This design comes from an exercise in tuning for small area on the open sky130 flow, not from production work.
In this exercise RTL edits were held to simulation tests only and were not proved equivalent to the original.
Power and IR drop assume default switching activity.

<file path="design.v">
`timescale 1ns / 1ps
module Decoder(input Clk,
					 input rst,
					 input High,
					 input Low,
					 output reg [31:0] Out,
					 output reg valid,
					input speed
    );
reg [1:0] High_reg;
reg [1:0] Low_reg;
reg decode_h;
reg decode_l;
reg [8:0] high_cnt;
reg [8:0] low_cnt;
reg [4:0] tmp_high;
reg [4:0] tmp_low;
reg [3:0] flg_h;
reg [3:0] flg_l;
reg [31:0] out_r;
reg dis_reg;
reg [5:0] cnt_v;
reg busy_l;
reg busy_h;
 reg flg;
reg [3:0] cnt_v_h;
reg [3:0] cnt_v_l;
	always@(posedge Clk) 
	begin
	 High_reg[0] <= High;
	 High_reg[1] <= High_reg[0];
	end
	always@(posedge Clk)  
	begin
	 Low_reg[0] <= Low;
	 Low_reg[1] <= Low_reg[0];
	end
	always@(posedge Clk )
	if(rst)
	begin
		valid <= 0;
		decode_h <= 0;
		decode_l <= 0;
		high_cnt <= 0;
		low_cnt <= 0;
		flg_h <= 0;
		flg_l <= 0;
		dis_reg <= 0;
		cnt_v <= 0;
		busy_l <= 0;
		busy_h <= 0;
		flg <= 0;
		cnt_v_h <= 0;
		cnt_v_l <= 0;
	end
	else
	begin
			valid <= 0 ;
		 if(dis_reg == 0)
		 begin
		 if(High_reg == 2'b01) 
		 decode_h <= 1;
		if( Low_reg == 2'b01) 
		 decode_l <= 1;
		 end
			if(speed == 1) 
			begin
				 if(decode_h == 1) 
			begin
			busy_h <= 1;
			dis_reg <= 1;
			high_cnt <= high_cnt + 1;
			if(flg_h == 0)
			begin
				if(high_cnt == 37)
				begin
				tmp_high <= {tmp_high[3:0],High};
				high_cnt <= 0;
				flg_h <= flg_h + 1;
				end
			end
			else
			begin
				if(high_cnt == 38)
				begin
					if(flg_h == 2)
					begin
					flg_h <= flg_h + 1;
					high_cnt <= 0;
					end
					else
					begin
					tmp_high <= {tmp_high[3:0],High};
					high_cnt <= 0;
					flg_h <= flg_h + 1;
					end
				end
			end
			if(flg_h == 6)
				begin
				flg_h <= 0;	
				dis_reg <= 0;
				decode_h <= 0;
				if(tmp_high == 5'b11000)
					begin
					out_r <= {1'b1,out_r[31:1]};
					cnt_v <= cnt_v + 1;
					end
				end
			end
		else busy_h <= 0;
				if(cnt_v == 32)
					begin
					busy_h <=1;
					high_cnt <= high_cnt + 1;
					if(high_cnt == 37)
					begin
					if(flg_h == 2)
						begin
						flg_h <= flg_h + 1;
						end
					else
						begin
						tmp_high <= {tmp_high[3:0],High};
						high_cnt <= 0;
						flg_h <= flg_h + 1;
						end
					end
					if(flg_h == 6)
						begin
						flg_h <= 0;
						decode_h <= 0;
						if(tmp_high == 5'b00000)
						cnt_v_h <= cnt_v_h + 1;
					end
			end	
			end
			if(speed == 1) 
		 begin
			 if(decode_l == 1) 
			begin
			busy_l <= 1;
			dis_reg <= 1;
			low_cnt <= low_cnt + 1;
			if(flg_l == 0)
			begin
				if(low_cnt == 37)
				begin
				tmp_low <= {tmp_low[3:0],Low};
				low_cnt <= 0;
				flg_l <= flg_l + 1;
				end
			end
			else
			begin
				if(low_cnt == 38)
				begin
					if(flg_l == 2)
					begin
					flg_l <= flg_l + 1;
					low_cnt <= 0;
					end
					else
					begin
					tmp_low <= {tmp_low[3:0],Low};
					low_cnt <= 0;
					flg_l <= flg_l + 1;
					end
				end
			end
			if(flg_l == 6)
				begin
				flg_l <= 0;	
				dis_reg <= 0;
				decode_l <= 0;
				if(tmp_low == 5'b11000)
					begin
					out_r <= {1'b0,out_r[31:1]};
					cnt_v <= cnt_v + 1;
					end
				end
			end
		 busy_l <= 0;
				if(cnt_v == 32)
					begin
					busy_l <= 1;
					low_cnt <= low_cnt + 1;
					if(low_cnt == 37)
					begin
					if(flg_l == 2)
						begin
						flg_l <= flg_l + 1;
						end
					else
						begin
						tmp_low <= {tmp_low[3:0],Low};
						low_cnt <= 0;
						flg_l <= flg_l + 1;
						end
					end
					if(flg_l == 6)
						begin
						flg_l <= 0;
						decode_l <= 0;
						if(tmp_low == 5'b00000)
						cnt_v_l <= cnt_v_l + 1;
					end
			end	
	end	
		if(speed == 0) 
			begin
			if(decode_h == 1) 
			begin
			busy_h <= 1;
			dis_reg <= 1;
			high_cnt <= high_cnt + 1;
			if(flg_h == 0)
			begin
				if(high_cnt == 317)
				begin
				tmp_high <= {tmp_high[3:0],High};
				high_cnt <= 0;
				flg_h <= flg_h + 1;
				end
			end
			else
			begin
				if(high_cnt == 317)
				begin
					if(flg_h == 2)
					begin
					flg_h <= flg_h + 1;
					high_cnt <= 0;
					end
					else
					begin
					tmp_high <= {tmp_high[3:0],High};
					high_cnt <= 0;
					flg_h <= flg_h + 1;
					end
				end
			end
			if(flg_h == 6)
				begin
				flg_h <= 0;	
				dis_reg <= 0;
				decode_h <= 0;
				if(tmp_high == 5'b11000)
					begin
					out_r <= {1'b1,out_r[31:1]};
					cnt_v <= cnt_v + 1;
					end
				end
			end
		else busy_h <= 0;
				if(cnt_v == 32)
					begin
					busy_h <=1;
					high_cnt <= high_cnt + 1;
					if(high_cnt == 317)
					begin
					if(flg_h == 2)
						begin
						flg_h <= flg_h + 1;
						end
					else
						begin
						tmp_high <= {tmp_high[3:0],High};
						high_cnt <= 0;
						flg_h <= flg_h + 1;
						end
					end
					if(flg_h == 6)
						begin
						flg_h <= 0;
						decode_h <= 0;
						if(tmp_high == 5'b00000)
						cnt_v_h <= cnt_v_h + 1;
					end
			end	
			end
			if(speed == 0) 
		 begin
			 if(decode_l == 1) 
			begin
			busy_l <= 1;
			dis_reg <= 1;
			low_cnt <= low_cnt + 1;
			if(flg_l == 0)
			begin
				if(low_cnt == 317)
				begin
				tmp_low <= {tmp_low[3:0],Low};
				low_cnt <= 0;
				flg_l <= flg_l + 1;
				end
			end
			else
			begin
				if(low_cnt == 317)
				begin
					if(flg_l == 2)
					begin
					flg_l <= flg_l + 1;
					low_cnt <= 0;
					end
					else
					begin
					tmp_low <= {tmp_low[3:0],Low};
					low_cnt <= 0;
					flg_l <= flg_l + 1;
					end
				end
			end
			if(flg_l == 6)
				begin
				flg_l <= 0;	
				dis_reg <= 0;
				decode_l <= 0;
				if(tmp_low == 5'b11000)
					begin
					out_r <= {1'b0,out_r[31:1]};
					cnt_v <= cnt_v + 1;
					end
				end
			end
		 busy_l <= 0;
				if(cnt_v == 32)
					begin
					busy_l <= 1;
					low_cnt <= low_cnt + 1;
					if(low_cnt == 317)
					begin
					if(flg_l == 2)
						begin
						flg_l <= flg_l + 1;
						end
					else
						begin
						tmp_low <= {tmp_low[3:0],Low};
						low_cnt <= 0;
						flg_l <= flg_l + 1;
						end
					end
					if(flg_l == 6)
						begin
						flg_l <= 0;
						decode_l <= 0;
						if(tmp_low == 5'b00000)
						cnt_v_l <= cnt_v_l + 1;
					end
			end	
	end	
	if(cnt_v_h == 4  && cnt_v_l == 4)
		begin
		flg <= 1;
		cnt_v_l <= 0;
		cnt_v_h <= 0;
		cnt_v <= 0;
		end
		if(flg)
		valid <= 1;
		if(valid)
			begin
			Out <= out_r;
			busy_l <= 0;
			busy_l <= 0;
			flg <= 0;
			end
end
endmodule
</file>
<file path="run.sh">
#!/bin/bash
# synth_recipe.tcl (not shown) runs the flow's synth.tcl, then flattens the netlist and writes it again
# the make line also repeats each setting of config.mk as NAME=value (left out here)
make -C /OpenROAD-flow-scripts/flow DESIGN_CONFIG=/design/flow/config.mk WORK_HOME=/design/flow/orfs CLKGATE_MAP_FILE= SYNTH_SCRIPT=/design/flow/synth_recipe.tcl finish
</file>
<file path="config.mk">
export PLATFORM = sky130hd
export DESIGN_NAME = Decoder
export DESIGN_NICKNAME = Decoder
export VERILOG_FILES = /design/flow/design.v
export SDC_FILE = /design/flow/constraint.sdc
export NUM_CORES = 4
export LEC_CHECK = 0
export CAP_MARGIN = 20
export CORE_MARGIN = 2
export CORE_UTILIZATION = 40
export SLEW_MARGIN = 20
</file>
<file path="constraint.sdc">
create_clock -name core_clock -period 10.0 [get_ports {Clk}]
set_input_delay 2.0000 -clock core_clock [delete_from_list [all_inputs] [get_ports {Clk}]]
set_output_delay 2.0000 -clock core_clock [all_outputs]
set_load 0.01 [all_outputs]
</file>
==> key figures <==
Synth
  • EDFF count, synth: 74
  • Syn avg cell area: 10.52 um2
  • Syn nets: 631
  • FF+latch count, synth: 123
  • Yosys warns: 1
  • Sequential area share after synthesis: 0.5009
  • Ys async rst share: 0
  • Most used DFF post-synth: edfxtp_1
  • Synthesized instance count: 608
  • Post-Syn Area: 6395 um2
  • Synth cell types: 76

Detailed routing
  • 1st-iter DRT viols: 443
  • Avg WL per Cell: 15.43 um
  • Post-route ant nets: 0
  • WL final: 13.36 mm
  • Drt first pass iters: 6
  • Via Count: 4783
  • Remaining DRCs: 0
  • Via density: 5.523

Clock network
  • Post-CTS Setup Inserts: 0
  • Sink Count: 123
  • Worst-path clk slew: 50 ps
  • Hold_buf cts: 0
  • Clk Latency, worst-skew pair: 420 ps
  • CTS tree: built
  • Clock Path Buffers: 2
  • Post-CTS resize count: 0
  • Total CTS buffers: 17
  • H-tree Lvls: 4
  • CTS root buf: clkbuf_16

Timing
  • Unrepaired setup endpoints after global routing: no
  • Min Tclk post-route: 3547 ps
  • Period utilization: 0.3547
  • Worst slew margin: 0.3052
  • Final setup TNS: 0 ps
  • Max Freq: 281.9 MHz
  • Slew @ Worst Pin: 1033 ps
  • Final Hold Violating Endpoints: 0
  • Clock skew: 10.10 ps
  • Fin Hold WS: 355.6 ps
  • Pins Over Slew Limit: 0
  • Final setup fails: 0

Setup path
  • Req. time, crit path: 10160 ps
  • Worst EP arrival: 3710 ps
  • Crit. End Element: flop
  • R2R setup slack: 7170 ps
  • Crit Path Max Fanout: 31
  • Critical Path Source Type: primary input
  • Critical path class: in -> reg

Die
  • Core Region: 15770 um2
  • I/O pins: 38
  • Die Span Y: 130.4 um
  • Die area: 17010 um2
  • Site Rows: 46
  • Die Span X: 130.4 um
  • Initial Util: 0.4055

Finish
  • Biggest regs: Out: 32 flops, out_r: 32 flops
  • Fraction of layout cells with a size suffix above 1: 0.1492
  • Sequential cell area: 3203 um2
  • Most frequent cells in the layout: edfxtp_1, dfxtp_1, nand2_1
  • Fin nets: 661
  • Area Growth Syn to Fin: 17.30%
  • Fill count: 1456
  • Diodes inserted: 0
  • Commonest non-fill, non-tap cell in the layout: edfxtp_1
  • Area of the multi-input gates: 2940 um2

Worst hold path
  • Worst Hold Class: reg -> reg

Pwr
  • Pwr per Cell Area: 163.2 nW/um2
  • VDD IR max: 114.7 uV
  • LEAKAGE: 2.611 nW

Global route
  • Initial antenna violation count: 0
  • GRT Total Usage: 0.1616
  • First-pass GRT wire length: 21.61 mm
  • Number of global-route vias before repair: 4389
  • GRT overflow: 0
  • Largest net degree at the start of global routing: 49

Run
  • Max cap viols: 0

Outcome
  • Status: timing/DRC/antenna clean

Placement
  • Port Buffers: 37
  • Detailed placement HPWL: 8.879 mm
  • GP Congestion: 0.8571
==> final cells by class <==
class | instances | area share
Sequential cell | 123 | 0.4270
Multi-Input combinational cell | 429 | 0.3920
Clock buffer | 18 | 0.05721
Timing Repair Buffer | 43 | 0.05538
Tap cell | 216 | 0.03603
Clock inverter | 13 | 0.02035
Inverter | 24 | 0.01201
==> cell families (layout without fill, tap and decap cells) <==
| kind of cell | Yosys count | in the layout | synth area share |
|---|---|---|---|
| adders and majority gates | 18 | 18 | 0.03522 |
| muxes | 47 | 47 | 0.08120 |
| xor gates and xnor gates | 13 | 13 | 0.01780 |
| and+or+nand+nor | 207 | 207 | 0.1747 |
| AOI/OAI and AO/OA | 144 | 144 | 0.1505 |
| buffers and inverters | 56 | 98 | 0.03972 |
| DFF | 123 | 123 | 0.5009 |
==> cell usage after synthesis, drive strengths merged (3+ instances only) <==
| library cell | number | area, um2 |
|---|---|---|
| a211oi | 8 | 65.06 |
| a21oi | 45 | 225.2 |
| a22o | 4 | 35.03 |
| a311oi | 3 | 26.28 |
| a31oi | 8 | 50.05 |
| and2 | 9 | 57.56 |
| and3 | 7 | 43.79 |
| and3b | 3 | 26.28 |
| and4 | 3 | 27.53 |
| buf | 12 | 88.83 |
| clkbuf | 20 | 75.07 |
| dfxtp | 49 | 980.9 |
| edfxtp | 74 | 2222 |
| ha | 18 | 225.2 |
| inv | 23 | 86.33 |
| mux2 | 39 | 439.2 |
| mux2i | 8 | 80.08 |
| nand2 | 49 | 186.4 |
| nand3 | 20 | 100.1 |
| nand4 | 12 | 75.07 |
| nor2 | 46 | 175.2 |
| nor2b | 4 | 25.02 |
| nor3 | 19 | 100.1 |
| nor3b | 4 | 40.03 |
| nor4 | 5 | 31.28 |
| o21ai | 35 | 186.4 |
| o221ai | 3 | 26.28 |
| o22ai | 4 | 25.02 |
| o2bb2ai | 3 | 26.28 |
| o31ai | 6 | 50.05 |
| o32ai | 5 | 62.56 |
| or2 | 4 | 25.02 |
| or3 | 5 | 36.28 |
| or4 | 3 | 22.52 |
| xnor2 | 4 | 35.03 |
| xor2 | 9 | 78.83 |
==> per-stage QoR <==
step | instance area, um2 | utilization | worst slack [ps] | instances | power (mW)
finish | 7501 | 0.4756 | 6453 | 866 | 1.224
global route | 7501 | 0.4756 | 6327 | 866 | 1.262
CTS | 7501 | 0.4756 | 6481 | 866 | 1.234
detailed placement | 6919 | 0.4388 | 6052 | 835 | 0.6281
global placement | 6919 | 0.4388 | 6092 | 835 | 0.6265
floorplan | 6395 | - | 5811 | 608 | 0.6115
==> where the power goes <==
part | internal (mW) | leakage, nW | switching [mW]
clock | 0.387 | 0.275 | 0.219
combinational | 0.0206 | 1.24 | 0.0312
sequential | 0.552 | 1.09 | 0.0138
==> routing by layer <==
layer  share of wire  vias up  global-route usage  wire length, um
li1                -     2335                   -                -
met1            0.47     2293              0.2045             6267
met2            0.47      125              0.2704             6264
met3           0.042       30             0.03746              557
met4           0.021        0             0.06258              274
met5               0        -                   0                0
==> worst max-delay path, cell delays in order <==
cell and delay [ps]:
clkdlybuf4s50_1 450, buf_4 320, and3b_1 220, o21ai_1 320, mux2_2 390
==> final timing paths <==
| kind | startpoint | end | depth (start not counted) |
|---|---|---|---|
| min | High_reg[0] | High_reg[1] | 0 |
| max reg2reg | cnt_v[0] | cnt_v_l[3] | 8 |
| max | speed | tmp_low[2] | 5 |
| min reg2reg | High_reg[0] | High_reg[1] | 0 |

==> what the ideal ports hide <==
The results above use ideal ports. As a check the final layout listed here was re-extracted and re-timed, cells and wires unchanged.
Step 1 (the two cells are an assumption about what drives the block):
set clk [get_ports {Clk}]
set_driving_cell -lib_cell sky130_fd_sc_hd__clkbuf_16 $clk
set_driving_cell -lib_cell sky130_fd_sc_hd__buf_2 [delete_from_list [all_inputs] $clk]
Step 2, shift: input delay + t, output delay - t, t = (earliest + latest rising clock arrival at the registers) / 2. This alone moves slack from input paths to output paths.
a / b / c = no drivers / after step 1 / after step 2; a / b = the first two.
t (ns): 0.451
setup slack, ns: 6.453 / 6.467 / 6.016
worst slew at a driven data input, ns: 0.03
After both steps setup and hold are still met in this run. The setup slack of this run moves by +0.014 ns with the drivers and by -0.437 ns with both steps.
